Context: an optimization exercise on an open-source flow, tuned for small area. The choices shown serve that exercise and are no tape-out recipe. Only simulation tests tie the RTL to the original design; equivalence was not proved. Power figures rest on the tool's default switching activity, not on a simulated workload.

`flow/design.v`:
```
module i2c_top(
    input           clk,
    input           rstn,
    input           apb_sel,
    input           apb_en,
    input           apb_write,
    output          apb_ready,
    input  [31:0]   apb_addr,
    input  [31:0]   apb_wdata,
    output [31:0]   apb_rdata,
    output          i2c_irq,
    input           i2c_scl_i,
    output          i2c_scl_o,
    input           i2c_sda_i,
    output          i2c_sda_o
);
    wire [4:0]                  tx_fifo_ocy                     ;
    wire                        tx_fifo_wr                      ;
    wire [9:0]                  tx_fifo_din                     ;
    wire [4:0]                  rx_fifo_ocy                     ;
    wire                        rx_fifo_rd                      ;
    wire [7:0]                  rx_fifo_dout                    ;
    wire [4:0]                  rx_fifo_pirq                    ;
    wire [9:0]                  slv_adr                         ;
    wire [6:0]                  cr                              ;
    wire [7:0]                  cr_clr                          ;
    wire [6:0]                  cr_set                          ;  
    wire [7:0]                  sr                              ;
    wire [7:0]                  irq_req                         ;
    wire [31:0]                 tsusta                          ;
    wire [31:0]                 tsusto                          ;
    wire [31:0]                 thdsta                          ;
    wire [31:0]                 tsudat                          ;
    wire [31:0]                 tbuf                            ;
    wire [31:0]                 thigh                           ;
    wire [31:0]                 tlow                            ;
    wire [31:0]                 thddat                          ;
    wire [7:0]                  tim_dflt                        ;
    wire                        cr_msms                         ;
i2c_reg u_i2c_reg ( 
        .clk                    (clk                            ),  
        .rstn                   (rstn                           ),  
        .apb_sel                (apb_sel                        ),  
        .apb_en                 (apb_en                         ),  
        .apb_write              (apb_write                      ),  
        .apb_ready              (apb_ready                      ),  
        .apb_addr               (apb_addr[31:0]                 ),  
        .apb_wdata              (apb_wdata[31:0]                ),  
        .apb_rdata              (apb_rdata[31:0]                ),  
        .irq                    (i2c_irq                        ),  
        .tx_fifo_ocy            (tx_fifo_ocy[4:0]               ),  
        .tx_fifo_wr             (tx_fifo_wr                     ),  
        .tx_fifo_wdat           (tx_fifo_din[9:0]               ),  
        .rx_fifo_ocy            (rx_fifo_ocy[4:0]               ),  
        .rx_fifo_rd             (rx_fifo_rd                     ),  
        .rx_fifo_rdat           (rx_fifo_dout[7:0]              ),  
        .rx_fifo_pirq           (rx_fifo_pirq[4:0]              ),  
        .slv_adr                (slv_adr[9:0]                   ),  
        .cr                     (cr[6:0]                        ),  
        .cr_clr                 (cr_clr[6:0]                    ),  
        .cr_set                 (cr_set[6:0]                    ),  
        .sr                     (sr[7:0]                        ),  
        .irq_req                (irq_req[7:0]                   ),  
        .tsusta                 (tsusta[31:0]                   ),  
        .tsusto                 (tsusto[31:0]                   ),  
        .thdsta                 (thdsta[31:0]                   ),  
        .tsudat                 (tsudat[31:0]                   ),  
        .tbuf                   (tbuf[31:0]                     ),  
        .thigh                  (thigh[31:0]                    ),  
        .tlow                   (tlow[31:0]                     ),  
        .thddat                 (thddat[31:0]                   ),  
        .tim_dflt               (tim_dflt[7:0]                  )   
    );
i2c_core u_i2c_core( 
        .clk                    (clk                            ),  
        .rstn                   (rstn                           ),  
        .slv_adr                (slv_adr[6:0]                   ),  
        .cr                     ({1'b0, cr[6:0]}                ),  
        .cr_clr                 (cr_clr[7:0]                    ),  
        .cr_set                 (cr_set[6:0]                    ),  
        .sr                     (sr[7:0]                        ),  
        .irq_req                (irq_req[7:0]                   ),  
        .tx_fifo_ocy            (tx_fifo_ocy[4:0]               ),  
        .tx_fifo_wr             (tx_fifo_wr                     ),  
        .tx_fifo_din            (tx_fifo_din[9:0]               ),  
        .rx_fifo_pirq           (rx_fifo_pirq[4:0]              ),  
        .rx_fifo_ocy            (rx_fifo_ocy[4:0]               ),  
        .rx_fifo_rd             (rx_fifo_rd                     ),  
        .rx_fifo_dout           (rx_fifo_dout[7:0]              ),  
        .debounce_cnt           (14'd10                         ),  
        .tsusta                 (tsusta[31:0]                   ),  
        .thdsta                 (thdsta[31:0]                   ),  
        .tsusto                 (tsusto[31:0]                   ),  
        .tsudat                 (tsudat[31:0]                   ),  
        .thddat                 (thddat[31:0]                   ),  
        .tim_dflt               (tim_dflt[7:0]                  ),  
        .tlow                   (tlow[31:0]                     ),  
        .thigh                  (thigh[31:0]                    ),  
        .tbuf                   (tbuf[31:0]                     ),  
        .sda_in                 (i2c_sda_i                      ),  
        .sda_out                (i2c_sda_o                      ),  
        .scl_in                 (i2c_scl_i                      ),  
        .scl_out                (i2c_scl_o                      )   
    );
endmodule
module i2c_reg(
    input               clk,
    input               rstn,
    input               apb_sel,
    input               apb_en,
    input               apb_write,
    output              apb_ready,
    input       [31:0]  apb_addr,
    input       [31:0]  apb_wdata,
    output reg  [31:0]  apb_rdata,
    output              irq,
    input       [4:0]   tx_fifo_ocy,
    output              tx_fifo_wr,
    output      [9:0]   tx_fifo_wdat,
    input       [4:0]   rx_fifo_ocy,
    output              rx_fifo_rd,
    input       [7:0]   rx_fifo_rdat,
    output      [4:0]   rx_fifo_pirq,
    output      [9:0]   slv_adr,
    output reg  [6:0]   cr,
    input       [6:0]   cr_clr,
    input       [6:0]   cr_set,
    input       [7:0]   sr,
    input       [7:0]   irq_req,
    output reg  [31:0]  tsusta,
    output reg  [31:0]  tsusto,
    output reg  [31:0]  thdsta,
    output reg  [31:0]  tsudat,
    output reg  [31:0]  tbuf,
    output reg  [31:0]  thigh,
    output reg  [31:0]  tlow,
    output reg  [31:0]  thddat,
    output reg  [7:0]   tim_dflt    
);
localparam [31:0] D_TSUSTA = 32'h23a;
localparam [31:0] D_TSUSTO = 32'h1f4;
localparam [31:0] D_THDSTA = 32'h1ae;
localparam [31:0] D_TSUDAT = 32'h100;
localparam [31:0] D_TBUF   = 32'h1f4;
localparam [31:0] D_THIGH  = 32'h1ed;
localparam [31:0] D_TLOW   = 32'h1ed;
localparam [31:0] D_THDDAT = 32'h40;
reg         gie;
reg  [7:0]  isr;
reg  [7:0]  ier;
reg  [9:0]  txr;
reg  [6:0]  adr;
reg  [2:0]  ten_adr;
reg  [4:0]  rx_pirq;
wire        wr_en;
wire        rd_en;
assign apb_ready = 1'b1;
assign rx_fifo_pirq[4:0] = rx_pirq[4:0];
assign slv_adr      = {ten_adr, adr};
assign wr_en =  apb_write & apb_en & apb_sel;
assign rd_en = ~apb_write & apb_en & apb_sel;
wire [8:0] a = apb_addr[8:0];
wire a_gie    = a == 9'h01c;
wire a_isr    = a == 9'h020;
wire a_ier    = a == 9'h028;
wire a_cr     = a == 9'h100;
wire a_sr     = a == 9'h104;
wire a_txr    = a == 9'h108;
wire a_rx     = a == 9'h10c;
wire a_adr    = a == 9'h110;
wire a_txocy  = a == 9'h114;
wire a_rxocy  = a == 9'h118;
wire a_tenadr = a == 9'h11c;
wire a_pirq   = a == 9'h120;
wire a_tsusta = a == 9'h128;
wire a_tsusto = a == 9'h12c;
wire a_thdsta = a == 9'h130;
wire a_tsudat = a == 9'h134;
wire a_tbuf   = a == 9'h138;
wire a_thigh  = a == 9'h13c;
wire a_tlow   = a == 9'h140;
wire a_thddat = a == 9'h144;
wire a_none   = !(a_gie | a_isr | a_ier | a_cr | a_sr | a_txr | a_rx | a_adr |
                  a_txocy | a_rxocy | a_tenadr | a_pirq | a_tsusta | a_tsusto |
                  a_thdsta | a_tsudat | a_tbuf | a_thigh | a_tlow | a_thddat);
wire [7:0] a_tim = {a_thddat, a_tlow, a_thigh, a_tbuf, a_tsudat, a_thdsta, a_tsusto, a_tsusta};
wire [7:0] we_tim = {8{wr_en}} & a_tim;
always @(posedge clk or negedge rstn)
begin
    if (!rstn) begin
        gie         <= 1'b0;
        ier         <= 8'h0;
        adr         <= 7'b0;
        ten_adr     <= 3'b0;
        rx_pirq     <= 5'b1;
        txr         <= 10'b0;
    end else if (wr_en) begin
        if (a_gie)    gie     <= apb_wdata[31];
        if (a_ier)    ier     <= apb_wdata[7:0];
        if (a_txr)    txr     <= apb_wdata[9:0];
        if (a_adr)    adr     <= apb_wdata[7:1];
        if (a_tenadr) ten_adr <= apb_wdata[2:0];
        if (a_pirq)   rx_pirq <= apb_wdata[4:0];
    end
end
always @(posedge clk or negedge rstn)
begin
    if (!rstn) tim_dflt <= 8'hff;
    else       tim_dflt <= tim_dflt & ~we_tim;
end
always @(posedge clk)
begin
    if (we_tim[0]) tsusta <= apb_wdata;
    if (we_tim[1]) tsusto <= apb_wdata;
    if (we_tim[2]) thdsta <= apb_wdata;
    if (we_tim[3]) tsudat <= apb_wdata;
    if (we_tim[4]) tbuf   <= apb_wdata;
    if (we_tim[5]) thigh  <= apb_wdata;
    if (we_tim[6]) tlow   <= apb_wdata;
    if (we_tim[7]) thddat <= apb_wdata;
end
always @(posedge clk or negedge rstn)
begin
    if (!rstn) begin
        cr[6:0] <= 7'b0;
    end else begin
        if(wr_en && a_cr)
            cr[6:0]<= apb_wdata[6:0];
        else
            cr[6:0] <=(cr[6:0] | cr_set) & (~cr_clr);
    end
end
wire [7:0] rs_tim = a_tim & ~tim_dflt;
wire [7:0] rd_tim = a_tim &  tim_dflt;
always @(posedge clk)
begin
    apb_rdata <= ({32{a_gie}}    & {gie, 31'b0})
               | ({32{a_isr}}    & {24'b0, isr})
               | ({32{a_ier}}    & {24'b0, ier})
               | ({32{a_cr}}     & {25'b0, cr})
               | ({32{a_sr}}     & {24'b0, sr})
               | ({32{a_txr}}    & {22'b0, txr})
               | ({32{a_rx}}     & {24'b0, rx_fifo_rdat})
               | ({32{a_adr}}    & {24'b0, adr, 1'b0})
               | ({32{a_txocy}}  & {27'b0, tx_fifo_ocy})
               | ({32{a_rxocy}}  & {27'b0, rx_fifo_ocy})
               | ({32{a_tenadr}} & {29'b0, ten_adr})
               | ({32{a_pirq}}   & {27'b0, rx_pirq})
               | ({32{rs_tim[0]}} & tsusta)
               | ({32{rs_tim[1]}} & tsusto)
               | ({32{rs_tim[2]}} & thdsta)
               | ({32{rs_tim[3]}} & tsudat)
               | ({32{rs_tim[4]}} & tbuf)
               | ({32{rs_tim[5]}} & thigh)
               | ({32{rs_tim[6]}} & tlow)
               | ({32{rs_tim[7]}} & thddat)
               | ({32{rd_tim[0]}} & D_TSUSTA)
               | ({32{rd_tim[1]}} & D_TSUSTO)
               | ({32{rd_tim[2]}} & D_THDSTA)
               | ({32{rd_tim[3]}} & D_TSUDAT)
               | ({32{rd_tim[4]}} & D_TBUF)
               | ({32{rd_tim[5]}} & D_THIGH)
               | ({32{rd_tim[6]}} & D_TLOW)
               | ({32{rd_tim[7]}} & D_THDDAT)
               | ({32{a_none}}   & 32'hdeadbeef);
end
always @(posedge clk or negedge rstn)
begin
    if (!rstn)
        isr <= 8'h0;
    else
        isr <= (isr & ~({8{wr_en & a_isr}} & apb_wdata[7:0])) | irq_req;
end
assign tx_fifo_wr   = wr_en && a_txr;
assign tx_fifo_wdat = apb_wdata[9:0];
assign rx_fifo_rd   = rd_en && a_rx;
assign irq          = |(isr & ier) & gie;
endmodule
module i2c_core(
    input           clk,
    input           rstn,
    input   [6:0]   slv_adr,
    input   [7:0]   cr,
    output  [7:0]   cr_clr,
    output  [6:0]   cr_set,
    output  [7:0]   sr,
    output  [7:0]   irq_req,
    output  [4:0]   tx_fifo_ocy,
    input           tx_fifo_wr,
    input   [9:0]   tx_fifo_din,
    input   [4:0]   rx_fifo_pirq,
    output  [4:0]   rx_fifo_ocy,
    input           rx_fifo_rd,
    output  [7:0]   rx_fifo_dout,
    input      [13:0]   debounce_cnt,
    input      [31:0]   tsusta,
    input      [31:0]   thdsta,
    input      [31:0]   tsusto,
    input      [31:0]   tsudat,
    input      [31:0]   thddat,
    input      [7:0]    tim_dflt,
    input      [31:0]   tlow,
    input      [31:0]   thigh,
    input      [31:0]   tbuf,
    input           sda_in,
    output          sda_out,
    input           scl_in,
    output          scl_out
);
    wire                        sr_bb                           ;
    wire                        cr_rsta_set                     ;
    wire                        cr_tx_set                       ;
    wire                        cr_tx_clr                       ;
    wire                        cr_txak_set                     ;
    wire                        cr_txak_clr                     ;
    wire                        cr_msms_set                     ;
    wire                        cr_msms_clr                     ;
    wire                        tx_fifo_rd                      ;
    wire [9:0]                  tx_fifo_dout                    ;
    wire                        tx_fifo_empty                   ;
    wire                        tx_fifo_full                    ;
    wire                        rx_fifo_empty                   ;
    wire                        rx_fifo_wr                      ;
    wire [7:0]                  rx_fifo_din                     ;
    wire                        rx_fifo_full                    ;
    wire                        cr_en                           ;
    wire                        dyna_msms_set                   ;
    wire                        dyna_msms_clr                   ;
    wire                        dyna_txak_set                   ;
    wire                        dyna_txak_clr                   ;
    wire                        dyna_tx_set                     ;
    wire                        dyna_tx_clr                     ;
    wire                        dyna_rsta_set                   ;
    wire                        fsm_msms_clr                    ;  
    wire                        cr_tx                           ;
    wire                        cr_gcen                         ;
    wire                        cr_txak                         ;
    wire                        cr_rsta                         ;
    wire                        cr_rsta_clr                     ;
    wire                        sr_abgc                         ;
    wire                        sr_aas                          ;
    wire                        sr_srw                          ;
    wire                        irq_nas                         ;
    wire                        irq_tx_err                      ;
    wire                        irq_tx_empty                    ;
    wire [3:0]                  cmd                             ;
    wire                        cmd_ack                         ;
    wire                        phy_rx                          ;
    wire                        phy_tx                          ;
    wire                        al                              ;
    wire                        irq_rx_pfull                   ;
    wire                        scl_gauge_en                    ;
    wire                        msms                            ;
    wire                        rsta_det                        ;
    wire                        sta_det                         ;
    wire                        sto_det                         ;
    wire                        busy                            ;
    wire                        scl_rising                      ;
    wire                        scl_faling                      ;
    wire                        cr_msms                         ;
    wire                        cr_txfifo_rst                   ;
    wire [4:0] rx_fifo_pfull_th;
    wire fsm_tx_set;
    wire fsm_tx_clr;
assign sr_bb = busy;
assign {
    cr_gcen,
    cr_rsta,
    cr_txak,
    cr_tx,
    cr_msms,
    cr_txfifo_rst,
    cr_en } = cr;
assign cr_clr = {
    1'b0,
    cr_rsta_clr,
    cr_txak_clr,
    cr_tx_clr,
    cr_msms_clr, 2'b0};
assign cr_set = {
    1'b0,
    cr_rsta_set,
    cr_txak_set,
    cr_tx_set,
    cr_msms_set,
    2'b0
    };
assign cr_rsta_set = dyna_rsta_set;
assign cr_tx_set   = dyna_tx_set || fsm_tx_set;
assign cr_tx_clr   = dyna_tx_clr || fsm_tx_clr;
assign cr_txak_set = dyna_txak_set;
assign cr_txak_clr = dyna_txak_clr;
assign cr_msms_set = dyna_msms_set;
assign cr_msms_clr = al || dyna_msms_clr || fsm_msms_clr;
assign sr = {
    tx_fifo_empty,
    rx_fifo_empty,
    rx_fifo_full,
    tx_fifo_full,
    sr_srw,
    sr_bb,
    sr_aas,
    sr_abgc
    };
assign irq_req = {
    !tx_fifo_ocy[3],
    irq_nas,
    sr_aas,
    !sr_bb,
    irq_rx_pfull,
    irq_tx_empty,
    irq_tx_err,
    al};
assign rx_fifo_pfull_th[4:0] = rx_fifo_pirq[4:0];
sync_fifo#(.DW(10), .DEPTH(16)) u_tx_fifo ( 
        .clk                    (clk                            ),  
        .rstn                   (rstn && (!cr_txfifo_rst)       ),  
        .rd                     (tx_fifo_rd                     ),  
        .dout                   (tx_fifo_dout[9:0]              ),  
        .empty                  (tx_fifo_empty                  ),  
        .wr                     (tx_fifo_wr                     ),  
        .din                    (tx_fifo_din[9:0]               ),  
        .full                   (tx_fifo_full                   ),  
        .ocy                    (tx_fifo_ocy[4:0]               )   
    );
sync_fifo #( .DW(8), .DEPTH(16)) u_rx_fifo ( 
        .clk                    (clk                            ),  
        .rstn                   (rstn                           ),  
        .rd                     (rx_fifo_rd                     ),  
        .dout                   (rx_fifo_dout[7:0]              ),  
        .empty                  (rx_fifo_empty                  ),  
        .wr                     (rx_fifo_wr                     ),  
        .din                    (rx_fifo_din[7:0]               ),  
        .full                   (rx_fifo_full                   ),  
        .ocy                    (rx_fifo_ocy[4:0]               )   
    );
i2c_dynamic_ctrl u_i2c_dynamic_ctrl( 
        .clk                    (clk                            ),  
        .rstn                   (rstn                           ),  
        .cr_en                  (cr_en                          ),  
        .cr_msms                (cr_msms                        ),  
        .dyna_msms_set          (dyna_msms_set                  ),  
        .dyna_msms_clr          (dyna_msms_clr                  ),  
        .dyna_txak_set          (dyna_txak_set                  ),  
        .dyna_txak_clr          (dyna_txak_clr                  ),  
        .dyna_tx_set            (dyna_tx_set                    ),  
        .dyna_tx_clr            (dyna_tx_clr                    ),  
        .dyna_rsta_set          (dyna_rsta_set                  ),  
        .tx_fifo_empty          (tx_fifo_empty                  ),  
        .tx_fifo_rd             (tx_fifo_rd                     ),  
        .tx_fifo_dout           (tx_fifo_dout[9:0]              ),  
        .tx_fifo_wr             (tx_fifo_wr                     ),  
        .tx_fifo_din            (tx_fifo_din[9:0]               ),  
        .rx_fifo_wr             (rx_fifo_wr                     )   
    );
i2c_core_fsm u_i2c_core_fsm( 
        .clk                    (clk                            ),  
        .rstn                   (rstn                           ),  
        .slv_addr               (slv_adr[6:0]                   ),  
        .cr_msms                (cr_msms                        ),  
        .cr_msms_clr            (fsm_msms_clr                   ),  
        .cr_tx                  (cr_tx                          ),  
        .cr_tx_set              (fsm_tx_set                     ),  
        .cr_tx_clr              (fsm_tx_clr                     ),  
        .cr_gcen                (cr_gcen                        ),  
        .cr_txak                (cr_txak                        ),  
        .cr_en                  (cr_en                          ),  
        .cr_rsta                (cr_rsta                        ),  
        .cr_rsta_clr            (cr_rsta_clr                    ),  
        .sr_abgc                (sr_abgc                        ),  
        .sr_aas                 (sr_aas                         ),  
        .sr_srw                 (sr_srw                         ),  
        .irq_nas                (irq_nas                        ),  
        .irq_tx_err             (irq_tx_err                     ),  
        .irq_tx_empty           (irq_tx_empty                   ),  
        .irq_rx_pfull           (irq_rx_pfull                   ),  
        .cmd                    (cmd[3:0]                       ),  
        .cmd_ack                (cmd_ack                        ),  
        .phy_rx                 (phy_rx                         ),  
        .phy_tx                 (phy_tx                         ),  
        .phy_abort              (al                             ),  
        .rx_fifo_pirq           (rx_fifo_pfull_th[4:0]          ),  
        .rx_fifo_wr             (rx_fifo_wr                     ),  
        .rx_fifo_din            (rx_fifo_din[7:0]               ),  
        .rx_fifo_ocy            (rx_fifo_ocy[4:0]               ),  
        .rx_fifo_empty          (rx_fifo_empty                  ),  
        .tx_fifo_empty          (tx_fifo_empty                  ),  
        .tx_fifo_rd             (tx_fifo_rd                     ),  
        .tx_fifo_dout           (tx_fifo_dout[9:0]              ),  
        .tx_fifo_ocy            (tx_fifo_ocy[4:0]               ),  
        .scl_gauge_en           (scl_gauge_en                   ),  
        .msms                   (msms                           ),  
        .rcv_rsta               (rsta_det                       ),  
        .rcv_sta                (sta_det                        ),  
        .rcv_sto                (sto_det                        )   
    );
i2c_phy u_i2c_phy( 
        .clk                    (clk                            ),  
        .rstn                   (rstn                           ),  
        .ena                    (cr_en                          ),  
        .cmd                    (cmd[3:0]                       ),  
        .cmd_ack                (cmd_ack                        ),  
        .al                     (al                             ),  
        .rsta_det               (rsta_det                       ),  
        .din                    (phy_tx                         ),  
        .dout                   (phy_rx                         ),  
        .debounce_cnt           (debounce_cnt[13:0]             ),  
        .tsusta                 (tsusta[31:0]                   ),  
        .thdsta                 (thdsta[31:0]                   ),  
        .tsusto                 (tsusto[31:0]                   ),  
        .tsudat                 (tsudat[31:0]                   ),  
        .thddat                 (thddat[31:0]                   ),  
        .tim_dflt               (tim_dflt[7:0]                  ),  
        .tlow                   (tlow[31:0]                     ),  
        .thigh                  (thigh[31:0]                    ),  
        .tbuf                   (tbuf[31:0]                     ),  
        .cr_msms                (msms                           ),  
        .sta_det                (sta_det                        ),  
        .sto_det                (sto_det                        ),  
        .busy                   (busy                           ),  
        .scl_rising             (scl_rising                     ),  
        .scl_faling             (scl_faling                     ),  
        .scl_gauge_en           (scl_gauge_en                   ),  
        .scl_in                 (scl_in                         ),  
        .scl_out                (scl_out                        ),  
        .sda_in                 (sda_in                         ),  
        .sda_out                (sda_out                        )   
    );
endmodule
module sync_fifo#(
    parameter DW = 8,
    parameter DEPTH = 16,
    parameter AW = 4
)(
    input               clk,
    input               rstn,
    input               rd,
    output      [DW-1:0]dout,
    output  reg         empty,
    input               wr,
    input       [DW-1:0]din,
    output              full,
    output      [AW:0]  ocy
);
reg  [DW*DEPTH-1:0] mem;
reg  [AW-1:0]       cnt;
wire                wr_int;
wire                rd_int;
assign full   = !empty & (&cnt);
assign wr_int = wr & !full;
assign rd_int = rd & !empty;
assign ocy    = {1'b0, cnt};
always @(posedge clk or negedge rstn)
begin
    if(!rstn) begin
        empty <= 1'b1;
        cnt   <= {AW{1'b0}};
    end
    else if(wr_int && !rd_int) begin
        empty <= 1'b0;
        if(!empty) cnt <= cnt + 1'b1;
    end
    else if(rd_int && !wr_int) begin
        if(cnt == 0) empty <= 1'b1;
        else         cnt   <= cnt - 1'b1;
    end
end
always @(posedge clk)
begin
    if(wr_int)
        mem <= {mem[DW*(DEPTH-1)-1:0], din};
end
assign dout = empty ? {DW{1'b0}} : mem[cnt*DW +: DW];
endmodule  
module i2c_dynamic_ctrl(
    input           clk,
    input           rstn,
    input           cr_en,
    input           cr_msms,
    output          dyna_msms_set,
    output          dyna_msms_clr,
    output          dyna_txak_set,
    output          dyna_txak_clr,
    output          dyna_tx_set,
    output          dyna_tx_clr,
    output          dyna_rsta_set,
    input           tx_fifo_empty,
    input           tx_fifo_rd,
    input   [9:0]   tx_fifo_dout,
    input           tx_fifo_wr,
    input   [9:0]   tx_fifo_din,
    input           rx_fifo_wr
);
reg [7:0]   rcnt;
reg         load;
reg         start_hold;
wire        start_set;
wire        start;
assign start         = !tx_fifo_empty & tx_fifo_dout[8] |
                        tx_fifo_empty & tx_fifo_wr & tx_fifo_din[8];
assign start_set     = !start_hold & start;
assign dyna_msms_set = start_set & cr_en & !cr_msms;
assign dyna_rsta_set = start_set & cr_en &  cr_msms;
assign dyna_msms_clr = (tx_fifo_rd | (rx_fifo_wr & rcnt == 1)) & tx_fifo_dout[9];
assign dyna_txak_set = rx_fifo_wr && rcnt == 2;
assign dyna_txak_clr = start_set & cr_en;
assign dyna_tx_set   = tx_fifo_rd && tx_fifo_dout[8] && (!tx_fifo_dout[0]);
assign dyna_tx_clr   = tx_fifo_rd && tx_fifo_dout[9] || 
                       tx_fifo_rd && tx_fifo_dout[8] && tx_fifo_dout[0];
always@(posedge clk or negedge rstn)
begin
    if(!rstn) begin
        rcnt <= 8'b0;
        load <= 1'b0;
        start_hold <= 1'b0;
    end
    else begin
        load <= tx_fifo_rd && tx_fifo_dout[8] && tx_fifo_dout[0];
        start_hold <= start;
        if(load)
            rcnt <= tx_fifo_dout[7:0];
        else if(rx_fifo_wr)
            rcnt <= rcnt - 1;
    end
end
endmodule
module i2c_core_fsm(
    input               clk,
    input               rstn,
    input       [6:0]   slv_addr,
    input               cr_msms,
    output              cr_msms_clr,
    input               cr_tx,
    output              cr_tx_set,
    output              cr_tx_clr,
    input               cr_gcen,
    input               cr_txak,
    input               cr_en,
    input               cr_rsta,
    output              cr_rsta_clr,
    output reg          sr_abgc,
    output reg          sr_aas,
    output reg          sr_srw,
    output reg          irq_nas, 
    output              irq_tx_err,
    output              irq_tx_empty,
    output              irq_rx_pfull,
    output reg [ 3:0]   cmd,       
    input               cmd_ack,   
    input               phy_rx,
    output reg          phy_tx,
    input               phy_abort,
    input       [4:0]   rx_fifo_pirq,
    output              rx_fifo_wr, 
    output      [7:0]   rx_fifo_din,
    input       [4:0]   rx_fifo_ocy,
    input               rx_fifo_empty,
    input               tx_fifo_empty,
    output              tx_fifo_rd,
    input       [9:0]   tx_fifo_dout,
    input       [4:0]   tx_fifo_ocy,
    output              scl_gauge_en,
    output reg          msms,
    input               rcv_rsta,
    input               rcv_sta,
    input               rcv_sto
);
    localparam ST_IDLE  = 4'h0;
    localparam ST_START = 4'h1;
    localparam ST_READ  = 4'h3;
    localparam ST_RACK  = 4'h4;
    localparam ST_WRITE = 4'h5;
    localparam ST_WACK  = 4'h6;
    localparam ST_WSUSP = 4'h8;
    localparam ST_RSUSP = 4'h9;
    localparam ST_STOP  = 4'h7;
    reg  [3:0]  cstate;
    reg  [3:0]  nstate;
    reg  [3:0]  pstate;
    reg  [2:0]  cnt;
    wire [2:0]  cnt_x;
    reg  [7:0]  sr;
    wire        load;
    wire        tx_ready;
    wire        rx_ready;
    reg         cr_msms_r;
    wire        msms_set;
    wire        msms_clr;
    wire        msms_x;
    wire        active_abort;
    wire        tx; 
    wire        cnt_clr;
    reg         adr_phase;
    wire        adr_phase_x;
    wire        adr_phase_set;
    wire        ack_done;
    wire                        aas_set                         ;
    wire                        gc_set                          ;
    wire                        aas_x                           ;
    wire                        abgc_x                          ;
    wire                        nas_clr                         ;
    wire                        nas_set                         ;
    wire                        nas_x                           ;
    wire                        shift                           ;
    wire                        cnt_done                       ;
    wire rack_done;
    wire wack_done;
assign msms_set = cr_msms && !cr_msms_r;
assign msms_clr = cstate == ST_STOP && cmd_ack;
assign msms_x   = msms_set ? 1'b1:
                  msms_clr ? 1'b0:
                  msms;
assign tx            = msms? cr_tx : (aas_set? phy_rx : sr_srw);
assign scl_gauge_en  = cstate == ST_READ && adr_phase;
assign rack_done     = (cstate == ST_RACK) & cmd_ack;
assign wack_done     = (cstate == ST_WACK) & cmd_ack;
assign ack_done      = rack_done | wack_done;
assign adr_phase_set = (cstate == ST_IDLE)  & rcv_sta |
                       (cstate == ST_START) & cmd_ack;
assign adr_phase_x   = ack_done ? 1'b0 :
                       adr_phase_set ? 1'b1 : adr_phase;
assign active_abort   = !cr_msms & msms;
always@(*)
begin
    nstate = cstate;
    cmd    = 4'h0;
    phy_tx = 1'b0;
    case(cstate)
        ST_IDLE : begin
            if(msms && tx_ready)
                nstate = ST_START;
            else if(rcv_sta)
                nstate = ST_READ;
        end
        ST_START : begin
            cmd  = 4'h1;
            if(cmd_ack) nstate = ST_WRITE; 
        end
        ST_READ  : begin
            cmd = 4'h4;
            if(cnt_done) nstate = ST_RACK;
        end
        ST_RACK : begin
            cmd    = 4'h3;
            phy_tx = adr_phase & !(sr_aas | sr_abgc) | !adr_phase & cr_txak;
            if(cmd_ack) begin
                if(!msms & phy_rx)
                    nstate = ST_IDLE;
                else if(tx)
                    nstate = ST_WSUSP;
                else
                    nstate = ST_RSUSP;
            end
        end
        ST_WRITE : begin
            cmd = 4'h3;
            phy_tx = sr[7];
            if(phy_abort)
                nstate = ST_IDLE;
            else if(cnt_done) 
                nstate = ST_WACK;
        end
        ST_WACK : begin
            cmd = 4'h4;
            if(cmd_ack) begin
                if(phy_rx | active_abort)
                    nstate = msms ? ST_STOP : ST_IDLE;
                else if(tx)
                    nstate = ST_WSUSP;
                else
                    nstate = ST_RSUSP;
            end
        end
        ST_WSUSP : begin
            cmd = 4'h5;
            if(tx_ready)
                nstate = cr_rsta? ST_START : ST_WRITE;
        end
        ST_RSUSP : begin
            cmd = 4'h5;
            if(cr_rsta)
                nstate = ST_WSUSP;
            else if(rx_ready)
                nstate = active_abort ? ST_STOP : ST_READ;
        end
        ST_STOP : begin
            cmd = 4'h2;
            if(cmd_ack) nstate = ST_IDLE;
        end
        default:;
    endcase
end
assign cnt_clr       = cnt_done || rcv_rsta;
assign cnt_x         = cnt_clr ? 3'h7 :
                       shift   ? cnt - 1'b1 : cnt;
assign cnt_done      = ~(|cnt) & cmd_ack;
assign rx_ready      = rx_fifo_ocy[4:0] < rx_fifo_pirq[4:0] | rx_fifo_empty;
assign rx_fifo_wr    = rack_done && !adr_phase;
assign rx_fifo_din   = sr[7:0];
assign tx_ready      = !tx_fifo_empty;
assign tx_fifo_rd    = load;
assign shift = (cstate == ST_READ || cstate == ST_WRITE) && cmd_ack;
assign load  = (cstate != ST_WRITE) && (nstate == ST_WRITE);
assign gc_set    = !msms & adr_phase & cnt_done & (sr[6:0] == 7'b0) & cr_gcen;
assign aas_set   = !msms & adr_phase & cnt_done & (sr[6:0] == slv_addr[6:0]);
assign cr_tx_set =  msms & adr_phase & cnt_done & !phy_rx;
assign cr_tx_clr =  msms & adr_phase & cnt_done &  phy_rx;
assign cr_msms_clr = wack_done & phy_rx;
assign cr_rsta_clr = cr_rsta && (cstate == ST_START) && cmd_ack;
assign aas_x     = rcv_sto ? 1'b0 : 
                   aas_set ? 1'b1 : 
                   sr_aas;
assign abgc_x    = rcv_sto  ? 1'b0 :
                   gc_set   ? 1'b1 :
                   sr_abgc;
assign nas_clr   = aas_set | gc_set;
assign nas_set   = rcv_sto;
assign nas_x     = nas_clr ? 1'b0 : 
                   nas_set ? 1'b1 :
                   irq_nas ;
assign irq_tx_err   = ack_done & phy_rx;
assign irq_tx_empty = (cstate == ST_WSUSP) && tx_fifo_empty;
assign irq_rx_pfull = !rx_ready && (cstate == ST_RSUSP);
always@(posedge clk or negedge rstn)
begin
    if(!rstn) begin
        cstate          <= ST_IDLE;
        pstate          <= ST_IDLE;
        cnt             <= 3'h7; 
        irq_nas         <= 1'b1;
        sr_aas          <= 1'b0;
        sr_abgc         <= 1'b0;
        sr_srw          <= 1'b0;
        cr_msms_r       <= 1'b0;
        msms            <= 1'b0;
        adr_phase       <= 1'b0;
    end
    else begin
        cstate          <= nstate;
        cnt             <= cnt_x;
        pstate          <= (nstate == cstate)? pstate : cstate;
        sr_srw          <= aas_set ? phy_rx : sr_srw;
        irq_nas         <= nas_x;
        sr_aas          <= aas_x;
        sr_abgc         <= abgc_x;
        cr_msms_r       <= cr_msms;
        msms            <= msms_x;
        adr_phase       <= adr_phase_x;
    end
end
always @(posedge clk or negedge rstn)
begin
    if (!rstn)      sr <= 8'h0;
    else if (load)       sr <= tx_fifo_dout[7:0];
    else if(shift)  sr <= {sr[6:0], phy_rx};
end
endmodule
module i2c_phy(
    input               clk,
    input               rstn,
    input               ena,
    input      [ 3:0]   cmd,
    output              cmd_ack,
    output              al,
    output              rsta_det,
    input               din,
    output              dout,
    input      [13:0]   debounce_cnt,
    input      [31:0]   tsusta,
    input      [31:0]   thdsta,
    input      [31:0]   tsusto,
    input      [31:0]   tsudat,
    input      [31:0]   thddat,
    input      [7:0]    tim_dflt,
    input      [31:0]   tlow,
    input      [31:0]   thigh,
    input      [31:0]   tbuf,
    input               cr_msms,
    output              sta_det,
    output              sto_det,
    output              busy,
    output              scl_rising,
    output              scl_faling,
    input               scl_gauge_en,
    input               scl_in,
    output              scl_out,
    input               sda_in,
    output              sda_out
);
    wire [31:0]                 tlow_gauge                      ;
    wire                        tlow_g_dflt                     ;
    wire                        scl_o                           ;
    wire                        scl_i                           ;
    wire                        sda_o                           ;
    wire                        sda_i                           ;
    wire [31:0]                 thigh_mux                       ;
assign scl_out = scl_o;
assign sda_out = sda_o;
assign thigh_mux = thigh;
i2c_phy_debounce u_i2c_phy_debounce( 
        .clk                    (clk                            ),  
        .rstn                   (rstn                           ),  
        .scl                    (scl_in                         ),  
        .sda                    (sda_in                         ),  
        .debounce_cnt           (debounce_cnt[13:0]             ),  
        .sta_det                (sta_det                        ),  
        .sto_det                (sto_det                        ),  
        .busy                   (busy                           ),  
        .scl_rising             (scl_rising                     ),  
        .scl_faling             (scl_faling                     ),  
        .scl_gauge_en           (scl_gauge_en                   ),  
        .tlow                   (tlow_gauge[31:0]               ),  
        .tlow_dflt              (tlow_g_dflt                    ),  
        .scl_o                  (scl_o                          ),  
        .scl_i                  (scl_i                          ),  
        .sda_o                  (sda_o                          ),  
        .sda_i                  (sda_i                          )   
    );
i2c_phy_fsm u_i2c_phy_fsm( 
        .clk                    (clk                            ),  
        .rstn                   (rstn                           ),  
        .ena                    (ena                            ),  
        .msms                   (cr_msms                        ),  
        .cmd                    (cmd[3:0]                       ),  
        .cmd_ack                (cmd_ack                        ),  
        .al                     (al                             ),  
        .rsta_det               (rsta_det                       ),  
        .din                    (din                            ),  
        .dout                   (dout                           ),  
        .tsusta                 (tsusta[31:0]                   ),  
        .thdsta                 (thdsta[31:0]                   ),  
        .tsusto                 (tsusto[31:0]                   ),  
        .tsudat                 (tsudat[31:0]                   ),  
        .thddat                 (thddat[31:0]                   ),  
        .tim_dflt               (tim_dflt[7:0]                  ),  
        .tlow                   (tlow[31:0]                     ),  
        .tlow_g                 (tlow_gauge[31:0]               ),  
        .tlow_g_dflt            (tlow_g_dflt                    ),  
        .thigh                  (thigh_mux[31:0]                ),  
        .tbuf                   (tbuf[31:0]                     ),  
        .sto_det                (sto_det                        ),  
        .sta_det                (sta_det                        ),  
        .scl_rising             (scl_rising                     ),  
        .scl_falling            (scl_faling                     ),  
        .scl_i                  (scl_i                          ),  
        .sda_i                  (sda_i                          ),  
        .scl_o                  (scl_o                          ),  
        .sda_o                  (sda_o                          )   
    );
endmodule
module i2c_phy_debounce (
    input               clk,
    input               rstn,
    input               scl,
    input               sda,
    input       [13:0]  debounce_cnt,
    output              sta_det,
    output              sto_det,
    output  reg         busy,
    output              scl_rising,
    output              scl_faling,
    input               scl_gauge_en,
    output  reg [31:0]  tlow,        
    output  reg         tlow_dflt,   
    input               scl_o,
    output              scl_i,
    input               sda_o,
    output              sda_i
);
reg [ 1:0] cSCL, cSDA;       
reg [ 2:0] fSCL, fSDA;       
reg        sSCL, sSDA;       
reg        dSCL, dSDA;       
reg [3:0]  filter_cnt;       
reg [31:0] timing_cnt;
always@(posedge clk or negedge rstn)
begin
    if(!rstn) begin
        timing_cnt <= 32'b0;
        tlow_dflt  <= 1'b1;
    end
    else if(scl_gauge_en) begin
        if(scl_rising || scl_faling)
            timing_cnt <= 32'b0;
        else if(busy)
            timing_cnt <= timing_cnt + 1'b1;
        if(scl_rising) tlow_dflt <= 1'b0;
    end
end
always@(posedge clk)
begin
    if(scl_gauge_en && scl_rising) tlow <= timing_cnt;
end
always @(posedge clk or negedge rstn)
    if (!rstn) begin
        cSCL <= 2'b00;
        cSDA <= 2'b00;
    end else begin
        cSCL <= {cSCL[0],scl};
        cSDA <= {cSDA[0],sda};
    end
always @(posedge clk or negedge rstn)
    if (!rstn) 
        filter_cnt <= 4'h0;
    else if (~|filter_cnt)
        filter_cnt <= debounce_cnt[3:0];  
    else
        filter_cnt <= filter_cnt -1;
always @(posedge clk or negedge rstn)
    if (!rstn) begin
        fSCL <= 3'b111;
        fSDA <= 3'b111;
    end else if (~|filter_cnt) begin
        fSCL <= {fSCL[1:0],cSCL[1]};
        fSDA <= {fSDA[1:0],cSDA[1]};
    end
always @(posedge clk or negedge rstn)
    if (~rstn) begin
        sSCL <= 1'b1;
        sSDA <= 1'b1;
        dSCL <= 1'b1;
        dSDA <= 1'b1;
    end else begin
        sSCL <= &fSCL[2:1] | &fSCL[1:0] | (fSCL[2] & fSCL[0]);
        sSDA <= &fSDA[2:1] | &fSDA[1:0] | (fSDA[2] & fSDA[0]);
        dSCL <= sSCL;
        dSDA <= sSDA;
    end
always @(posedge clk or negedge rstn)
    if (~rstn)
        busy <= 1'b0;
    else if(sta_det)
        busy <= 1'b1;
    else if(sto_det)
        busy <= 1'b0;
assign sta_det = sSCL && (!sSDA) && dSDA;
assign sto_det = sSCL && sSDA && (!dSDA);
assign scl_i   = dSCL;
assign sda_i   = dSDA;
assign scl_faling = dSCL && (!sSCL);
assign scl_rising = (!dSCL) && sSCL;
endmodule
module i2c_phy_fsm (
    input             clk,       
    input             rstn,      
    input             ena,       
    input             msms,      
    input      [ 3:0] cmd,       
    output            cmd_ack,   
    output reg        al,        
    output reg        rsta_det,
    input             din,
    output reg        dout,
    input      [31:0] tsusta,
    input      [31:0] thdsta,
    input      [31:0] tsusto,
    input      [31:0] tsudat,
    input      [31:0] thddat,
    input      [31:0] tlow,
    input      [31:0] tlow_g,    
    input             tlow_g_dflt,  
    input      [7:0]  tim_dflt,  
    input      [31:0] thigh,
    input      [31:0] tbuf,
    input             sto_det,
    input             sta_det,
    input             scl_rising,
    input             scl_falling,
    input             scl_i,     
    input             sda_i,     
    output reg        scl_o,     
    output reg        sda_o      
);
    localparam idle    = 4'b0000;
    localparam hang    = 4'b0001;
    localparam wr_c    = 4'b0010;    
    localparam start_a = 4'b0100;    
    localparam start_d = 4'b0101;    
    localparam rd_a    = 4'b0110;    
    localparam rd_c    = 4'b0111;    
    localparam rd_b    = 4'b1000;    
    localparam wr_b    = 4'b1001;    
    localparam stop_a  = 4'b1010;    
    localparam wr_a    = 4'b1011;    
    localparam start_b = 4'b1100;    
    localparam start_c = 4'b1101;    
    localparam stop_b  = 4'b1110;    
    localparam stop_c  = 4'b1111;    
    parameter TSUSTA = 0;
    parameter THDSTA = 1;
    parameter THDSTO = 2;
    parameter TSUDAT = 3;
    parameter THDDAT = 4;
    parameter TLOW   = 5;
    parameter THIGH  = 6;
    parameter TBUF   = 7;
    reg        dscl_o  ;         
    wire       sda_chk;          
    reg        slv_wait;       
    wire       slv_wait_set;
    wire       slv_wait_clr;
    reg [31:0] cnt;              
    wire[31:0] cnt_nxt;
    wire       cnt_clr;
    wire       wait_thigh_done;
    wire       wait_tlow_done;  
    wire       wait_tbuf_done;  
    wire       wait_tsusta_done;
    wire       wait_thdsta_done;
    wire       wait_tsudat_done;
    wire       wait_thddat_done;
    wire       wait_tsusto_done;
    reg       scl_x;
    reg       sda_x;
    reg [3:0] cstate, nstate; 
    assign cnt_clr = cstate != nstate;
    assign cnt_nxt = cnt_clr ? 32'b0 : 
                     slv_wait ? cnt : cnt + 1'b1;
    wire       s_tlow   = cstate[3:2] == 2'b01;
    wire       s_thigh  = cstate[3:1] == 3'b100;
    wire       s_tsudat = cstate[3:1] == 3'b101;
    wire       s_tsusta = cstate == start_b;
    wire       s_thdsta = cstate == start_c;
    wire       s_tsusto = cstate == stop_b;
    wire       s_tbuf   = cstate == stop_c;
    wire       s_thddat = cstate == wr_c;
    wire [7:0] d        = tim_dflt;
    wire       tlow0    = msms ? (tlow[0] | d[6]) : (tlow_g[0] | tlow_g_dflt);
    wire       s_tlow_m = s_tlow &  msms;
    wire       s_tlow_g = s_tlow & !msms;
    wire [32:0] tsel    = ({33{s_tlow_m & !d[6]}}    & {1'b0, tlow})
                        | ({33{s_tlow_m &  d[6]}}    & {1'b0, 32'h1ed})
                        | ({33{s_tlow_g & !tlow_g_dflt}} & {1'b0, tlow_g})
                        | ({33{s_tlow_g &  tlow_g_dflt}} & {1'b0, 32'hffff_ffff})
                        | ({33{s_tbuf & !d[4]}}      & {1'b0, tbuf[31:1], tlow0})
                        | ({33{s_tbuf &  d[4]}}      & {1'b0, 31'h1f4 >> 1, tlow0})
                        | ({33{s_thigh & !d[5]}}     & {thigh,  1'b0})
                        | ({33{s_thigh &  d[5]}}     & {32'h1ed, 1'b0})
                        | ({33{s_tsudat & !d[3]}}    & {tsudat, 1'b0})
                        | ({33{s_tsudat &  d[3]}}    & {32'h100, 1'b0})
                        | ({33{s_tsusta & !d[0]}}    & {tsusta, 1'b0})
                        | ({33{s_tsusta &  d[0]}}    & {32'h23a, 1'b0})
                        | ({33{s_thdsta & !d[2]}}    & {thdsta, 1'b0})
                        | ({33{s_thdsta &  d[2]}}    & {32'h1ae, 1'b0})
                        | ({33{s_tsusto & !d[1]}}    & {tsusto, 1'b0})
                        | ({33{s_tsusto &  d[1]}}    & {32'h1f4, 1'b0})
                        | ({33{s_thddat & !d[7]}}    & {thddat, 1'b0})
                        | ({33{s_thddat &  d[7]}}    & {32'h40, 1'b0});
    wire       cnt_ge   = {cnt, 1'b0} >= tsel;
    wire       cnt_eq   = {cnt, 1'b0} == tsel;
    assign wait_thigh_done  = cnt_ge;
    assign wait_tlow_done   = cnt_ge;
    assign wait_tbuf_done   = cnt_ge;
    assign wait_tsusta_done = cnt_eq;
    assign wait_thdsta_done = cnt_eq;
    assign wait_tsudat_done = cnt_eq;
    assign wait_thddat_done = cnt_eq;
    assign wait_tsusto_done = cnt_eq;
    assign cmd_ack = cstate == start_d & wait_tlow_done |
                     cstate == stop_c  & wait_tbuf_done |
                     cstate == rd_c    & (wait_tlow_done || !msms) |
                     cstate == wr_c    & wait_thddat_done;
    always @(posedge clk or negedge rstn)
      if (!rstn) dscl_o <= 1'b1;
      else       dscl_o <= scl_o  ;
    assign slv_wait_set = (!dscl_o & scl_o) & (!scl_i);
    assign slv_wait_clr = slv_wait & scl_i;
    always @(posedge clk or negedge rstn)
      if (!rstn) slv_wait <= 1'b0;
      else       slv_wait <= (slv_wait & ~slv_wait_clr) | slv_wait_set ;
    wire cmd_stop;
    assign cmd_stop = (cmd == 4'h2);
    assign sda_chk = cstate == wr_b && nstate == wr_c;
    always @(posedge clk or negedge rstn)
      if (~rstn)
          al <= 1'b0;
      else
          al <= (sda_chk & ~sda_i & sda_o) | (sto_det & ~cmd_stop & msms);
    always @(posedge clk or negedge rstn)
      if (!rstn) begin
        dout     <= 1'b1;
        rsta_det <= 1'b0;
      end
      else begin
      if (scl_rising) dout <= sda_i;
      if (scl_falling && (dout != sda_i) && cstate == rd_b) 
          rsta_det <=1'b1;
      else if(cmd_ack)
          rsta_det <=1'b0;
      end
    always @(posedge clk or negedge rstn)
      if (!rstn) begin
          cstate <= idle;
          scl_o   <= 1'b1;
          sda_o   <= 1'b1;
          cnt     <= 32'b0;
      end
      else if (al) begin
          cstate <= idle;
          scl_o   <= 1'b1;
          sda_o   <= 1'b1;
          cnt     <= 32'b0;
      end
      else if(ena) begin 
        cnt     <= cnt_nxt;
        cstate  <= nstate;
        scl_o   <= scl_x;
        sda_o   <= sda_x;
      end
    always@(*) begin
        nstate = cstate;
        scl_x  = scl_o;
        sda_x  = sda_o;
        case (cstate) 
              idle: begin
                  case (cmd) 
                       4'h1: nstate = start_a;
                       4'h2:  nstate = stop_a; 
                       4'h3: nstate = wr_a;
                       4'h4:  nstate = rd_a;
                       4'h5:  nstate = hang;
                       default:        nstate = idle;
                  endcase
                  scl_x   = scl_o  ;  
                  sda_x   = sda_o  ;  
              end
              start_a: begin
                  scl_x = scl_o; 
                  sda_x = 1'b1; 
                  if(wait_tlow_done) nstate = start_b;
              end
              start_b: begin
                  scl_x = 1'b1;
                  sda_x = 1'b1;
                  if(wait_tsusta_done) nstate = start_c;
              end
              start_c: begin
                  scl_x = 1'b1;
                  sda_x = 1'b0;
                  if(wait_thdsta_done) nstate = start_d;
              end
              start_d: begin
                  scl_x = 1'b0; 
                  sda_x = 1'b0; 
                  if(wait_tlow_done) nstate = idle;
              end
              stop_a: begin
                  scl_x = 1'b0;  
                  sda_x = 1'b0;  
                  if(wait_tsudat_done) nstate = stop_b;
              end
              stop_b: begin
                  scl_x = 1'b1;  
                  sda_x = 1'b0;  
                  if(wait_tsusto_done) nstate = stop_c;
              end
              stop_c: begin
                  scl_x = 1'b1;  
                  sda_x = 1'b1;  
                  if(wait_tbuf_done) nstate = idle;
              end
              rd_a: begin
                  scl_x = !msms;  
                  sda_x = 1'b1;  
                  if(wait_tlow_done && msms || scl_rising && !msms) nstate = rd_b;
              end
              rd_b: begin
                  scl_x = 1'b1;  
                  sda_x = 1'b1;  
                  if(wait_thigh_done && msms || scl_falling && !msms) nstate = rd_c;
              end
              rd_c: begin
                  scl_x = !msms;  
                  sda_x = 1'b1;  
                  if(wait_tlow_done || !msms) nstate = idle;
              end
              wr_a: begin
                  scl_x = 1'b0;  
                  sda_x = din;   
                  if(wait_tsudat_done) nstate = wr_b;
              end
              wr_b: begin
                  scl_x = 1'b1;  
                  sda_x = din;   
                  if(wait_thigh_done && msms || scl_falling && !msms) nstate = wr_c;
              end
              wr_c: begin
                  scl_x = !msms;  
                  sda_x = din;
                  if(wait_thddat_done) nstate = idle;
              end
              hang: begin
                  scl_x = 1'b0;  
                  sda_x = sda_o;
                  if(cmd != 4'h5) nstate = idle;
              end
              default: ;
        endcase
    end
endmodule
```
`flow/run.sh`:
```
#!/bin/bash
# synth_recipe.tcl (not shown) runs the flow's synth.tcl, then flattens the netlist and writes it again
# the make line also repeats each setting of config.mk as NAME=value (left out here)
make -C /OpenROAD-flow-scripts/flow DESIGN_CONFIG=/design/flow/config.mk WORK_HOME=/design/flow/orfs CLKGATE_MAP_FILE= SYNTH_SCRIPT=/design/flow/synth_recipe.tcl finish
```
`flow/constraint.sdc`:
```
create_clock -name core_clock -period 12.0 [get_ports {clk}]
set_input_delay 2.4000 -clock core_clock [delete_from_list [all_inputs] [get_ports {clk}]]
set_output_delay 2.4000 -clock core_clock [all_outputs]
set_load 0.01 [all_outputs]
```
`flow/config.mk`:
```
export PLATFORM = sky130hd
export DESIGN_NAME = i2c_top
export DESIGN_NICKNAME = i2c_top
export VERILOG_FILES = /design/flow/design.v
export SDC_FILE = /design/flow/constraint.sdc
export NUM_CORES = 4
export LEC_CHECK = 0
export CAP_MARGIN = 20
export CORE_MARGIN = 2
export CORE_UTILIZATION = 40
export SLEW_MARGIN = 20
```
==> reports/results.tsv, run 1 <==
metric	value	unit
startpoint_type	flop	
netlist_area	34900	um^2
numCtsBuffers	84	
vias	23421	
peakVddDrop	0.0988	mV
multiInputGateArea	11500	um^2
grt_pass1_vias	23453	
initial_core_util	40.2	%
worst_slack	3940	ps
p_leak	13.7	nW
synthDistinctLibCells	87	
reg2regPathDepth	26	
synth_seq_cells	802	
critical-path-slowest-cell	dfrtp_1	
fin_cells	3803	
final-setup-viol-count	0	
clk_latency	650	ps
min_period	8060	ps
min_path_type	reg2reg	
cts_tree	yes	
area_growth	14.8	%
die_y	299	um
path_buf_inv	4	
seqCellArea	22800	um^2
routabilityCongestion	0.899	
yosysSeqAreaShare	65.5	%
cts_resized	0	
rsz0062_at_grt	false	
htree_num_levels	3	
clkTransAtPathRegs	60	ps
grt_usage	21.8	%
drc_errors	0	
cts_root_buffer	clkbuf_16	
ys_top_cells_by_count	edfxtp_1 (576), a22oi_1 (176), nand2_1 (176), dfrtp_1 (164), nor2_1 (152)	
drt_iter0_drc	3209	
port_buffers	82	
synth_top_cell_area_share	49.6	%
yosysTopAreaCell	edfxtp_1	
yosysWarningCount	7	
path_depth	26	
ys_async_sr_fraction	24.2	%
path_class	reg2reg	
post_cts_buffers	0	
rows	108	
antenna_found_initial	5	
postSynthAreaPerCell	14.0	um^2
endpoint_kind	flop	
fillCellCount	7460	
hpwlAfterDp	61.7	mm
setup_tns	0	ps
worst_pin_slew	1180	ps
syn_nets	2609	
hold_viol	0	
r2r_setup_slack	3940	ps
die_x	299	um
slew_headroom	20.4	%
synthCells	2485	
cp_data_required_time	12510	ps
clk_path_buf_depth	3	
p_per_area	155	nW/um^2
drtPass1Iterations	8	
slowest_delay	950	ps
clock_skew	20.3	ps
yosysMostFrequentCell	edfxtp_1	
routed_wl	99.1	mm
hold_buffers	0	
rr_endpoint	u_i2c_core.u_rx_fifo.cnt[3]	
drive_above_1_share	15.0	%
drv_slew	0	
coreArea	86600	um^2
startpoint	u_i2c_core.u_i2c_phy.u_i2c_phy_fsm.cstate[1]	
num_io_pins	107	
place_ws	3860	ps
ys.flop_type	edfxtp_1	
status	complete, no violations	
overflow	0	
whs	347	ps
grt_max_degree	98	
max-cap-violations	0	
crit_end	u_i2c_core.u_rx_fifo.cnt[3]	
nNetsFinal	2700	
synth_edf_count	576	
r2r_start	u_i2c_core.u_i2c_phy.u_i2c_phy_fsm.cstate[1]	
postRouteAntennaNets	0	
cts.sinks	802	
grt_pass1_wl	149	mm
via_per_inst	6.16	
dpl.cell_count	3644	
cp.arrival	8570	ps
dieArea	89500	um^2
crit_family	simple AND/OR/NAND/NOR gates	
fin_crit_sh	67.2	%
crit_path_max_fanout	66	
synthTopCellsByArea	edfxtp_1 (50%), dfrtp_1 (12%), mux4_2 (5.8%)	
wire_per_inst	26.1	um
fmax	124	MHz
-- final cells by class --
type,count,area share (%)
repair buffers,134,3.07
clock inverters,48,1.28
inverters,45,0.422
clock buffers,108,5.86
well taps,1155,3.61
flip-flops and latches,802,57.0
multi-input cells,1509,28.7
diodes,2,0.0125
-- state kept, by name, summed over array words and instances (netlist names), 10 cells and up --
signal                                              flops
u_i2c_core.u_i2c_phy.u_i2c_phy_fsm.cnt                 32
u_i2c_reg.thigh                                        32
u_i2c_reg.tsusto                                       32
u_i2c_reg.txr                                          10
u_i2c_core.u_tx_fifo.mem                              160
u_i2c_reg.thddat                                       32
u_i2c_core.u_i2c_phy.u_i2c_phy_debounce.timing_cnt     32
u_i2c_core.u_rx_fifo.mem                              128
u_i2c_reg.tsudat                                       32
u_i2c_reg.thdsta                                       32
u_i2c_reg.tlow                                         32
u_i2c_reg.apb_rdata                                    32
u_i2c_reg.tsusta                                       32
u_i2c_reg.tbuf                                         32
u_i2c_core.u_i2c_phy.u_i2c_phy_debounce.tlow           32
-- kinds of logic (layout without fill, tap and decap cells) --
logic type / count (synthesis) / after routing / share of synthesized area [%]
AOI/OAI and AO/OA: 559 / 559 / 11.5
xor gates and xnor gates: 56 / 56 / 1.41
adders and majority gates: 55 / 55 / 2.00
buffers and inverters: 174 / 335 / 1.96
DFF: 802 / 802 / 65.5
muxes: 149 / 149 / 7.68
other: 1 / 3 / 0.0108
and+or+nand+nor: 689 / 689 / 9.90
-- report_power, final --
part | internal (mW) | switching, mW | leakage [nW]
logic | 0.158 | 0.298 | 4.22
registers | 2.99 | 0.0592 | 8.07
clock network | 1.57 | 1.11 | 1.40
-- metrics by stage --
stage	power (mW)	utilization, %	instance area [um^2]
2_1_floorplan	3.37	-	34900
3_3_place_gp	3.54	42.9	37100
3_5_place_dp	3.55	42.9	37100
4_1_cts	6.23	46.2	40000
5_1_grt	6.39	46.2	40000
6_report	6.19	46.2	40000
-- per-layer routing --
| layer | routed length, um | up-vias | global-route usage, % | share of wire, % |
|---|---|---|---|---|
| li1 | - | 10067 | - | - |
| met1 | 41800 | 11881 | 30.9 | 42 |
| met2 | 44300 | 1255 | 32.7 | 45 |
| met3 | 10200 | 212 | 5.91 | 10 |
| met4 | 2780 | 6 | 7.02 | 2.8 |
| met5 | 39 | - | 0.212 | 0.039 |
-- worst min path at each step --
stage          slack, ps  depth (start not counted)                                             from                                               to
5_1_grt              360                          0  u_i2c_core.u_i2c_phy.u_i2c_phy_debounce.cSDA[0]  u_i2c_core.u_i2c_phy.u_i2c_phy_debounce.cSDA[1]
4_1_cts              350                          0  u_i2c_core.u_i2c_phy.u_i2c_phy_debounce.cSDA[0]  u_i2c_core.u_i2c_phy.u_i2c_phy_debounce.cSDA[1]
3_3_place_gp         330                          0  u_i2c_core.u_i2c_phy.u_i2c_phy_debounce.cSCL[0]  u_i2c_core.u_i2c_phy.u_i2c_phy_debounce.cSCL[1]
3_5_place_dp         340                          0  u_i2c_core.u_i2c_phy.u_i2c_phy_debounce.cSDA[0]  u_i2c_core.u_i2c_phy.u_i2c_phy_debounce.cSDA[1]
2_1_floorplan        270                          1                                  u_i2c_reg.cr[1]                      u_i2c_core.u_tx_fifo.cnt[0]
6_report             350                          0  u_i2c_core.u_i2c_phy.u_i2c_phy_debounce.cSCL[0]  u_i2c_core.u_i2c_phy.u_i2c_phy_debounce.cSCL[1]
-- cell usage in the layout (no fill, tap or decap), drive strengths merged, types with 47 or more instances in the layout --
cell / synthesis / layout
a21oi: 86 / 86
a221oi: 56 / 56
a22oi: 176 / 176
and3: 47 / 47
buf: 25 / 51
clkbuf: 104 / 110
clkdlybuf4s50: 0 / 81
dfrtp: 164 / 164
edfxtp: 576 / 576
ha: 51 / 51
inv: 43 / 47
mux4: 90 / 90
nand2: 176 / 176
nand3: 81 / 81
nand4: 59 / 59
nor2: 152 / 152
o21ai: 92 / 92
==> run 2, diff against run 1 <==
--- a/flow/design.v
+++ b/flow/design.v
@@ -572,3 +572,10 @@
 end
-assign dout = empty ? {DW{1'b0}} : mem[cnt*DW +: DW];
+reg [DW-1:0] rd_q;
+integer i;
+always @(*) begin
+    rd_q = {DW{1'b0}};
+    for (i = 0; i < DEPTH; i = i + 1)
+        rd_q = rd_q | ({DW{!empty && cnt == i}} & mem[i*DW +: DW]);
+end
+assign dout = rd_q;
 endmodule  
@@ -981,8 +988,6 @@
     end
-    else if(scl_gauge_en) begin
-        if(scl_rising || scl_faling)
-            timing_cnt <= 32'b0;
-        else if(busy)
-            timing_cnt <= timing_cnt + 1'b1;
-        if(scl_rising) tlow_dflt <= 1'b0;
+    else begin
+        timing_cnt <= (scl_gauge_en & (scl_rising | scl_faling)) ? 32'b0 :
+                      timing_cnt + {31'b0, scl_gauge_en & busy};
+        if(scl_gauge_en & scl_rising) tlow_dflt <= 1'b0;
     end
@@ -1191,2 +1196,5 @@
     always @(posedge clk or negedge rstn)
+      if (!rstn) cnt <= 32'b0;
+      else       cnt <= (al | (ena & cnt_clr)) ? 32'b0 : cnt + {31'b0, ena & !slv_wait};
+    always @(posedge clk or negedge rstn)
       if (!rstn) begin
@@ -1195,3 +1203,2 @@
           sda_o   <= 1'b1;
-          cnt     <= 32'b0;
       end
@@ -1201,6 +1208,4 @@
           sda_o   <= 1'b1;
-          cnt     <= 32'b0;
       end
       else if(ena) begin 
-        cnt     <= cnt_nxt;
         cstate  <= nstate;
--- a/flow/config.mk
+++ b/flow/config.mk
@@ -7,5 +7,8 @@
 export LEC_CHECK = 0
-export CAP_MARGIN = 20
+export CAP_MARGIN = 10
 export CORE_MARGIN = 2
-export CORE_UTILIZATION = 40
-export SLEW_MARGIN = 20
+export CORE_UTILIZATION = 50
+export CTS_BUF_LIST = sky130_fd_sc_hd__clkbuf_4 sky130_fd_sc_hd__clkbuf_8 sky130_fd_sc_hd__clkbuf_16
+export CTS_CLUSTER_DIAMETER = 60
+export CTS_CLUSTER_SIZE = 20
+export SLEW_MARGIN = 10
==> run 2 against run 1 <==
Against the previous run: critical endpoint is now u_i2c_core.u_rx_fifo.mem[93]; core utilization grew 10 points; via count grew 1.6%; routed wire length grew 6.4%; largest cell class unchanged; sequential power is essentially flat; largest power group unchanged; critical path depth shrank 7; cell count shrank 7.2%; setup slack lost 60 ps.
==> reports/results.tsv, run 2 <==
metric	value	unit	change
status	complete, no violations		unchanged
yosysSeqAreaShare	67.2	%	was 65.5%
synth_edf_count	576		unchanged
r2r_start	u_i2c_core.u_i2c_phy.u_i2c_phy_fsm.cstate[2]		was u_i2c_core.u_i2c_phy.u_i2c_phy_fsm.cstate[1]
drt_iter0_drc	3756		was 3209
peakVddDrop	0.130	mV	was 0.0988 mV
fin_crit_sh	67.7	%	was 67.2%
vias	23802		was 23421
ys.flop_type	edfxtp_1		unchanged
drv_slew	0		unchanged
cp_data_required_time	12250	ps	was 12510 ps
area_growth	12.0	%	was 14.8%
numCtsBuffers	57		was 84
regMostFlops	u_i2c_core.u_tx_fifo.mem		unchanged
coreArea	67200	um^2	was 86600 um^2
hold_viol	0		unchanged
drc_errors	0		unchanged
min_path_type	reg2reg		unchanged
synthDistinctLibCells	83		was 87
path_buf_inv	3		was 4
htree_num_levels	2		was 3
antenna_found_initial	1		was 5
clk_path_buf_depth	3		unchanged
port_buffers	82		unchanged
routed_wl	105	mm	was 99.1 mm
yosysWarningCount	7		unchanged
yosysTopAreaCell	edfxtp_1		unchanged
critical-path-slowest-cell	dfrtp_1		unchanged
clk_latency	650	ps	about the same
yosysMostFrequentCell	edfxtp_1		unchanged
cp.arrival	8370	ps	was 8570 ps
hold_end	u_i2c_core.u_i2c_phy.u_i2c_phy_debounce.cSCL[1]		unchanged
grt_max_degree	97		was 98
layout_common_cells	edfxtp_1 (576), a22oi_1 (218), nor2_1 (190)		was edfxtp_1 (576), nand2_1 (176), a22oi_1 (176)
ys_async_sr_fraction	24.2	%	unchanged
initial_core_util	50.5	%	was 40.2%
startpoint_type	flop		unchanged
p_leak	13.4	nW	was 13.7 nW
grt_pass1_vias	23364		was 23453
die_x	265	um	was 299 um
dieArea	70000	um^2	was 89500 um^2
slew_headroom	20.5	%	was 20.4%
cts_tree	yes		unchanged
final-setup-viol-count	0		unchanged
reg2regPathDepth	19		was 26
mostFrequentLayoutCell	edfxtp_1		unchanged
total_power	5.64	mW	was 6.19 mW
wire_per_inst	29.9	um	was 26.1 um
min_delay_path_depth	0		unchanged
rsz0062_at_grt	false		unchanged
reg_top3	u_i2c_core.u_tx_fifo.mem: 160 flops, u_i2c_core.u_rx_fifo.mem: 128 flops		unchanged
cts_resized	0		unchanged
max-cap-violations	0		unchanged
drive_above_1_share	11.7	%	was 15.0%
hold_buffers	0		unchanged
worst_slack	3880	ps	was 3940 ps
clkTransAtPathRegs	80	ps	was 60 ps
setup_tns	0	ps	unchanged
clock_skew	34.6	ps	was 20.3 ps
nNetsFinal	2743		was 2700
routabilityCongestion	0.932		was 0.899
r2r_setup_slack	3880	ps	was 3940 ps
rr_endpoint	u_i2c_core.u_rx_fifo.mem[93]		was u_i2c_core.u_rx_fifo.cnt[3]
fmax	123	MHz	was 124 MHz
netlist_area	33900	um^2	was 34900 um^2
syn_nets	2644		was 2609
crit_path_max_fanout	83		was 66
crit_path_cell_trace	nand2_1 > nor2_1 > nand2_1 > nor2_2 > buf_4 > nand2_1 > nand4_1 > nor2_1 > ha_1 > nand4_1 > or4_1 > nor3_4 > or3_1 > o31ai_4 > and2_4 > or4_4 > nor2_4 > buf_4 > buf_4		
via_per_inst	6.74		was 6.16
crit_family	simple AND/OR/NAND/NOR gates		unchanged
synth_top_cell_area_share	51.0	%	was 49.6%
ys_top_cells_by_count	edfxtp_1 (576), a22oi_1 (218), nor2_1 (212), dfrtp_1 (164), nand2_1 (138)		was edfxtp_1 (576), a22oi_1 (176), nand2_1 (176), dfrtp_1 (164), nor2_1 (152)
place_ws	4120	ps	was 3860 ps
largest_reg_flops	160		unchanged
slowest_delay	930	ps	was 950 ps
endpoint_kind	flop		unchanged
num_io_pins	107		unchanged
hpwlAfterDp	68.6	mm	was 61.7 mm
postRouteAntennaNets	0		unchanged
worstHoldStart	u_i2c_core.u_i2c_phy.u_i2c_phy_debounce.cSCL[0]		unchanged
synth_seq_cells	802		unchanged
worst_pin_slew	1190	ps	was 1180 ps
p_per_area	148	nW/um^2	was 155 nW/um^2
grt_pass1_wl	154	mm	was 149 mm
path_class	reg2reg		unchanged
min_period	8120	ps	was 8060 ps
grt_usage	29.7	%	was 21.8%
synthTopCellsByArea	edfxtp_1 (51%), dfrtp_1 (12%), a22oi_1 (4.8%)		was edfxtp_1 (50%), dfrtp_1 (12%), mux4_2 (5.8%)
die_y	265	um	was 299 um
postSynthAreaPerCell	13.5	um^2	was 14.0 um^2
cts.sinks	802		unchanged
post_cts_buffers	0		unchanged
cts_root_buffer	clkbuf_16		unchanged
synthCells	2514		was 2485
overflow	0		unchanged
rows	95		was 108
drtPass1Iterations	9		was 8
## run 2: cell types whose count changed after synthesis, moves of 35 or more
| cell | change |
|---|---|
| a222oi_1 | +45 |
| a22o_1 | +36 |
| a22oi_1 | +42 |
| mux4_2 | -90 |
| nand2_1 | -38 |
| nand4_1 | +35 |
| nor2_1 | +60 |
## run 2: through the flow
step | cell area (um^2) | std cells | utilization [%] | hold WS (ps)
after CTS | 38000 | 3530 | 56.6 | 355
after global routing | 38000 | 3530 | 56.6 | 371
final | 38000 | 3531 | 56.6 | 358
after detailed placement | 36200 | 3427 | 53.9 | 337
after global placement | 36200 | 3427 | 53.9 | 332
after floorplan | 34000 | 2514 | - | 269
## run 2: report_power, final
part           internal, mW  total [mW]  switching (mW)
Sequential             3.00        3.07          0.0736
Combinational         0.205       0.585           0.380
Clock                 0.957        1.98            1.03
## run 2: layout make-up
type                    count  area (um^2)
clock buffers              73         1560
inverters                  51          191
multi-input cells        1547        10700
fillers                  5405        29100
repair buffers            154         1370
clock inverters            30          302
diodes                      1         2.50
well taps                 873         1090
flip-flops and latches    802        22800
## run 2: per-layer routing
metal	global-route usage, %	part of all wire (%)	vias to the layer above
met4	9.47	3.2	0
met3	9.14	13	230
met1	43.2	42	11988
met5	0	0	-
met2	42.9	43	1434
li1	-	-	10150
## run 2: how the worst max path moves through the flow
stage                                            startpoint                             to  cells past startpoint
2_1_floorplan  u_i2c_core.u_i2c_phy.u_i2c_phy_fsm.cstate[3]    u_i2c_core.u_rx_fifo.cnt[3]                     25
3_3_place_gp   u_i2c_core.u_i2c_phy.u_i2c_phy_fsm.cstate[2]   u_i2c_core.u_rx_fifo.mem[45]                     20
3_5_place_dp   u_i2c_core.u_i2c_phy.u_i2c_phy_fsm.cstate[2]  u_i2c_core.u_rx_fifo.mem[111]                     20
4_1_cts        u_i2c_core.u_i2c_phy.u_i2c_phy_fsm.cstate[2]   u_i2c_core.u_rx_fifo.mem[79]                     20
5_1_grt        u_i2c_core.u_i2c_phy.u_i2c_phy_fsm.cstate[2]   u_i2c_core.u_rx_fifo.mem[69]                     20
6_report       u_i2c_core.u_i2c_phy.u_i2c_phy_fsm.cstate[2]   u_i2c_core.u_rx_fifo.mem[93]                     19
## run 2: cells by family (layout without fill, tap and decap cells)
family	count (synthesis)	count (layout)	share of synthesized area, %
mux	57	57	1.85
simple gates	712	712	10.4
compound gates	629	629	14.1
fa+ha+maj	61	61	2.23
flops	802	802	67.2
buf+inv	165	308	1.92
xor+xnor	87	87	2.24
other cells	1	2	0.0110

static timing again, ports no longer ideal:
Ports are ideal in the flow. The routed layouts listed here were re-timed in OpenROAD.
Step 1 sets driving cells, clkbuf_16 on the clock port and buf_2 on the other inputs (assumed; they add their load-dependent delay and slew).
Step 2 adds t to the input delays and takes it off the output delays; t is the mean of the earliest and latest rising clock arrival at the registers after step 1. Input paths then give back, and output paths get back, about the clock's delay inside the block.
Three values: ideal, step 1, step 2; two values: the first two.
run | t, ns | setup WS [ns] | pins driven straight from the clock port
run 1 | 0.706 | 3.938 / 3.938 / 3.828 | 1
run 2 | 0.698 | 3.878 / 3.878 / 3.878 | 1
After both steps setup and hold are still met in every run listed. For run 1, which loses most, drivers alone change the setup slack by 0.000 ns; drivers and shift together by -0.110 ns.
